This design comes from an exercise in tuning for small area and a short achievable clock period on the open sky130 flow, not from production work. Where RTL was checked, it was by simulation tests only, not by an equivalence proof against the original. Power and IR drop assume default switching activity.

Setup of job 2473:
==> flow/design.v (excerpt) <==
module alu64_sync(
    input clk,
    input en,
    input MD,
    input [2:0] OP,
    input [63:0] R1,
    input [63:0] R2,
    output reg EQ,
    output reg GT,
    output reg LT,
    output reg OVR,
    output reg [63:0] Q
    );
Size in the first run: about 2,600 cells after synthesis, ~200 I/O pins.
Settings: LEC_CHECK=0, ABC_AREA=1, CAP_MARGIN=20, CORE_MARGIN=2, CORE_UTILIZATION=60, CTS_BUF_LIST=sky130_fd_sc_hd__clkbuf_4 sky130_fd_sc_hd__clkbuf_8, SETUP_SLACK_MARGIN=1.7, SLEW_MARGIN=20; clock period 4.0 ns.
standard.sh (not shown) runs the stock make flow with config.mk's settings and CLKGATE_MAP_FILE= SYNTH_SCRIPT=/design/flow/synth_recipe.tcl, a recipe that flattens the netlist after the stock synthesis.
==> flow/flow/run.sh <==
#!/bin/bash
# Standard ORFS layout (the standard.sh), with the port buffers made from the
# smallest buffer cell instead of the one buffer_ports picks by default.
set -euo pipefail
bash standard.sh BUFFER_PORTS_ARGS="-buffer_cell sky130_fd_sc_hd__buf_1" finish > standard.log 2>&1
## Diff of input files: job 5495 against job 2473
- changing CORE_UTILIZATION from 60 to 55
- setting SYNTH_HIERARCHICAL to 1 for the first time
[summary]
- In the flow results for job 2473 and job 5495, the met1 global-route usage is smaller on job 5495.
- Re leakage power summed over all cells: job 5495 is about 3.7% up on job 2473.
- Status: count of buffers added by post-CTS timing repair for setup parity (job 2473, job 5495)
- Diff job 2473 -> job 5495 | design area | decrease of about 1.2%
- The critical path depth reported for job 5495 is smaller than that of job 2473 by 1.
- Compared with job 2473, job 5495 shows a worst setup slack that is 0.19 ns higher.
- The lower final period utilization came out of job 5495.
- Run comparison: job 2473 startpoint-to-endpoint class of the critical path reg2reg; job 5495 startpoint-to-endpoint class of the critical path in2reg
For job 9001, these inputs were changed with respect to job 5495:
- changing SETUP_SLACK_MARGIN from 1.7 to 1.8
- removing SYNTH_HIERARCHICAL (formerly 1)
### Flow results
- Every stage of the flow completed for job 9001, and the final layout passed the timing, DRC and antenna checks.
- Summary — first-pass GRT wire length, job 9001 relative to job 5495: lower, by 3.1%.
- Delta (job 9001 minus job 5495): register fraction of the total cell area lower, count of buffer and inverter cells on the critical path higher, achievable frequency ~0 delta.
- On die width, the higher figure sits with job 5495, not job 9001.
- Job 5495 → job 9001: area taken by multi-input logic gates lost 0.70%, utilization after layout picked up an extra 3.6 points.
- Area growth from synthesis to layout (higher): job 9001
Modified inputs, job 1978 compared to job 9001
- swapping 55 for 40 in CORE_UTILIZATION
- swapping 1.8 for 1.5 in SETUP_SLACK_MARGIN
- Measured against job 9001, the first-pass GRT wire length of job 1978 comes out at 1.12 times the reference value.
- Count of standard-cell rows (job 1978 vs. job 9001) increases by more than 10%
- Job 1978 vs. job 9001: largest vdd supply drop picked up an extra 0.034 mV; final worst-path cycle share picked up an extra 5.2 points.
- Re final setup slack of the worst path: job 1978 is 0.21 ns down on job 9001.
- Between job 1978 and job 9001, it is job 1978 whose starting density of the core is lower, by 15 points.
- Taking job 9001 as the reference, in job 1978 internal reg-to-reg setup slack decreased by 0.25 ns relative to the old numbers; core utilization shrank by 21 points; area taken by flip-flops and latches shows no meaningful change.
- The sequential share of layout area in job 1978 was higher than what job 9001 gave.
- On hold slack, job 1978 does better than job 9001.

========
alu64_sync, a different RTL version from the one above (not shown whole).
Size: roughly 3000 cells after synthesis, ~150 flip-flops, ~200 I/O pins.
## alu64_sync
module alu64_sync(
    input clk,
    input en,
    input MD,
    input [2:0] OP,
    input [63:0] R1,
    input [63:0] R2,
    output reg EQ,
    output reg GT,
    output reg LT,
    output reg OVR,
    output reg [63:0] Q
    );
==> flow/config.mk <==
export PLATFORM = sky130hd
export DESIGN_NAME = alu64_sync
export DESIGN_NICKNAME = alu64_sync
export VERILOG_FILES = /design/flow/design.v
export SDC_FILE = /design/flow/constraint.sdc
export NUM_CORES = 4
export LEC_CHECK = 0
export ABC_AREA = 1
export CAP_MARGIN = 20
export CORE_MARGIN = 2
export CORE_UTILIZATION = 40
export SETUP_SLACK_MARGIN = 1.8
export SLEW_MARGIN = 20
==> flow/constraint.sdc <==
create_clock -name core_clock -period 4.0 [get_ports {clk}]
set_input_delay 0.8000 -clock core_clock [delete_from_list [all_inputs] [get_ports {clk}]]
set_output_delay 0.8000 -clock core_clock [all_outputs]
set_load 0.01 [all_outputs]
Scripts as last shown in full above: flow/flow/run.sh
The baseline went through all stages and came out clean.
Rerun with:
SETUP_SLACK_MARGIN = 2.1   (was 1.8)
What happened: The changed run completed with no timing, DRC or antenna violations; combinational power goes up by 21%; setup slack gets worse by 37 ps; final cell count goes up by 3.7%; sequential cell count does not change; power goes up by 14%; area after synthesis stays the same.
Function was not checked in any run of this note: the RTL went through the layout flow alone.

========
Another version of the RTL of alu64_sync (not shown whole).
Size: about 2800 cells after synthesis, roughly 160 flip-flops, ~200 I/O pins.
==> flow/config.mk <==
export PLATFORM = sky130hd
export DESIGN_NAME = alu64_sync
export DESIGN_NICKNAME = alu64_sync
export VERILOG_FILES = /design/flow/design.v
export SDC_FILE = /design/flow/constraint.sdc
export NUM_CORES = 4
export LEC_CHECK = 0
export ABC_AREA = 1
export CAP_MARGIN = 20
export CORE_MARGIN = 2
export CORE_UTILIZATION = 50
export CTS_BUF_LIST = sky130_fd_sc_hd__clkbuf_4 sky130_fd_sc_hd__clkbuf_8
export SETUP_SLACK_MARGIN = 1.9
export SLEW_MARGIN = 20
==> flow/constraint.sdc <==
create_clock -name core_clock -period 4.0 [get_ports {clk}]
set_input_delay 0.8000 -clock core_clock [delete_from_list [all_inputs] [get_ports {clk}]]
set_output_delay 0.8000 -clock core_clock [all_outputs]
set_load 0.01 [all_outputs]
Scripts as last shown in full above: flow/flow/run.sh
The starting point produced a clean layout.
Next try:
--- a/flow/config.mk
+++ b/flow/config.mk
@@ -11,3 +11,2 @@
-export CORE_UTILIZATION = 50
-export CTS_BUF_LIST = sky130_fd_sc_hd__clkbuf_4 sky130_fd_sc_hd__clkbuf_8
-export SETUP_SLACK_MARGIN = 1.9
+export CORE_UTILIZATION = 40
+export SETUP_SLACK_MARGIN = 1.5
Effect: Worst setup slack degrades by 0.31 ns; global-route usage decreases by 7.3 points; sequential share of layout area increases by 2.0 points; die area increases by a quarter to a third; worst hold slack improves by 0.0073 ns; power decreases by a few percent.
Next try:
--- a/flow/config.mk
+++ b/flow/config.mk
@@ -9 +9 @@
-export CAP_MARGIN = 20
+export CAP_MARGIN = 5
@@ -11,3 +11,4 @@
-export CORE_UTILIZATION = 40
-export SETUP_SLACK_MARGIN = 1.5
-export SLEW_MARGIN = 20
+export CORE_UTILIZATION = 50
+export CTS_BUF_LIST = sky130_fd_sc_hd__clkbuf_4 sky130_fd_sc_hd__clkbuf_8
+export SETUP_SLACK_MARGIN = 1.7
+export SLEW_MARGIN = 5
Outcome: Cell count went down by 3.1%; die area went down by 20%; first-iteration DRC count went up by 32%.
Next try:
--- a/flow/config.mk
+++ b/flow/config.mk
@@ -9 +9 @@
-export CAP_MARGIN = 5
+export CAP_MARGIN = 20
@@ -11 +11 @@
-export CORE_UTILIZATION = 50
+export CORE_UTILIZATION = 40
@@ -13,2 +13,2 @@
-export SETUP_SLACK_MARGIN = 1.7
-export SLEW_MARGIN = 5
+export SETUP_SLACK_MARGIN = 1.3
+export SLEW_MARGIN = 20
Outcome:
- synthesized cell count stays the same
- global-route usage decreases by 6.9 points
- sequential power increases by about 2%
- synthesized area is unchanged

## separate check: timing with driven ports
In the flow no input, the clock included, has a driving cell. The finished layouts below were timed again as built, in two steps.
Step 1 assumes that a clkbuf_16 drives the clock port and a buf_2 every other input.
Step 2 also shifts input and output timing later by t, the mid clock arrival at the registers, as if the neighbouring blocks saw the same clock.
Three values: ideal ports, drivers, drivers and shift; two values: the first two.
run	shift t [ns]	setup WS [ns]	clock arrival spread, ns	worst slew at a driven data input, ns
job 2473	0.510	1.554 / 1.554 / 1.113	0.024 / 0.025	0.07
job 5495	0.516	1.743 / 1.768 / 1.252	0.024 / 0.023	0.08
job 9001	0.538	1.738 / 1.734 / 1.196	0.031 / 0.031	0.06
job 1978	0.585	1.528 / 1.540 / 0.964	0.023 / 0.023	0.14
the first run of note 2	0.514	1.762 / 1.744 / 1.229	0.021 / 0.021	0.16
the second run of note 2	0.527	1.726 / 1.726 / 1.218	0.023 / 0.022	0.14
the first run of note 3	0.531	1.832 / 1.800 / 1.269	0.026 / 0.026	0.13
the second run of note 3	0.514	1.518 / 1.518 / 1.107	0.019 / 0.019	0.06
the third run of note 3	0.515	1.716 / 1.716 / 1.273	0.026 / 0.026	0.06
the fourth run of note 3	0.554	1.372 / 1.400 / 0.846	0.028 / 0.028	0.05
After both steps setup and hold are still met in every run listed. The setup slack of job 1978, which loses most, moves by +0.012 ns with the drivers and by -0.564 ns with both steps.
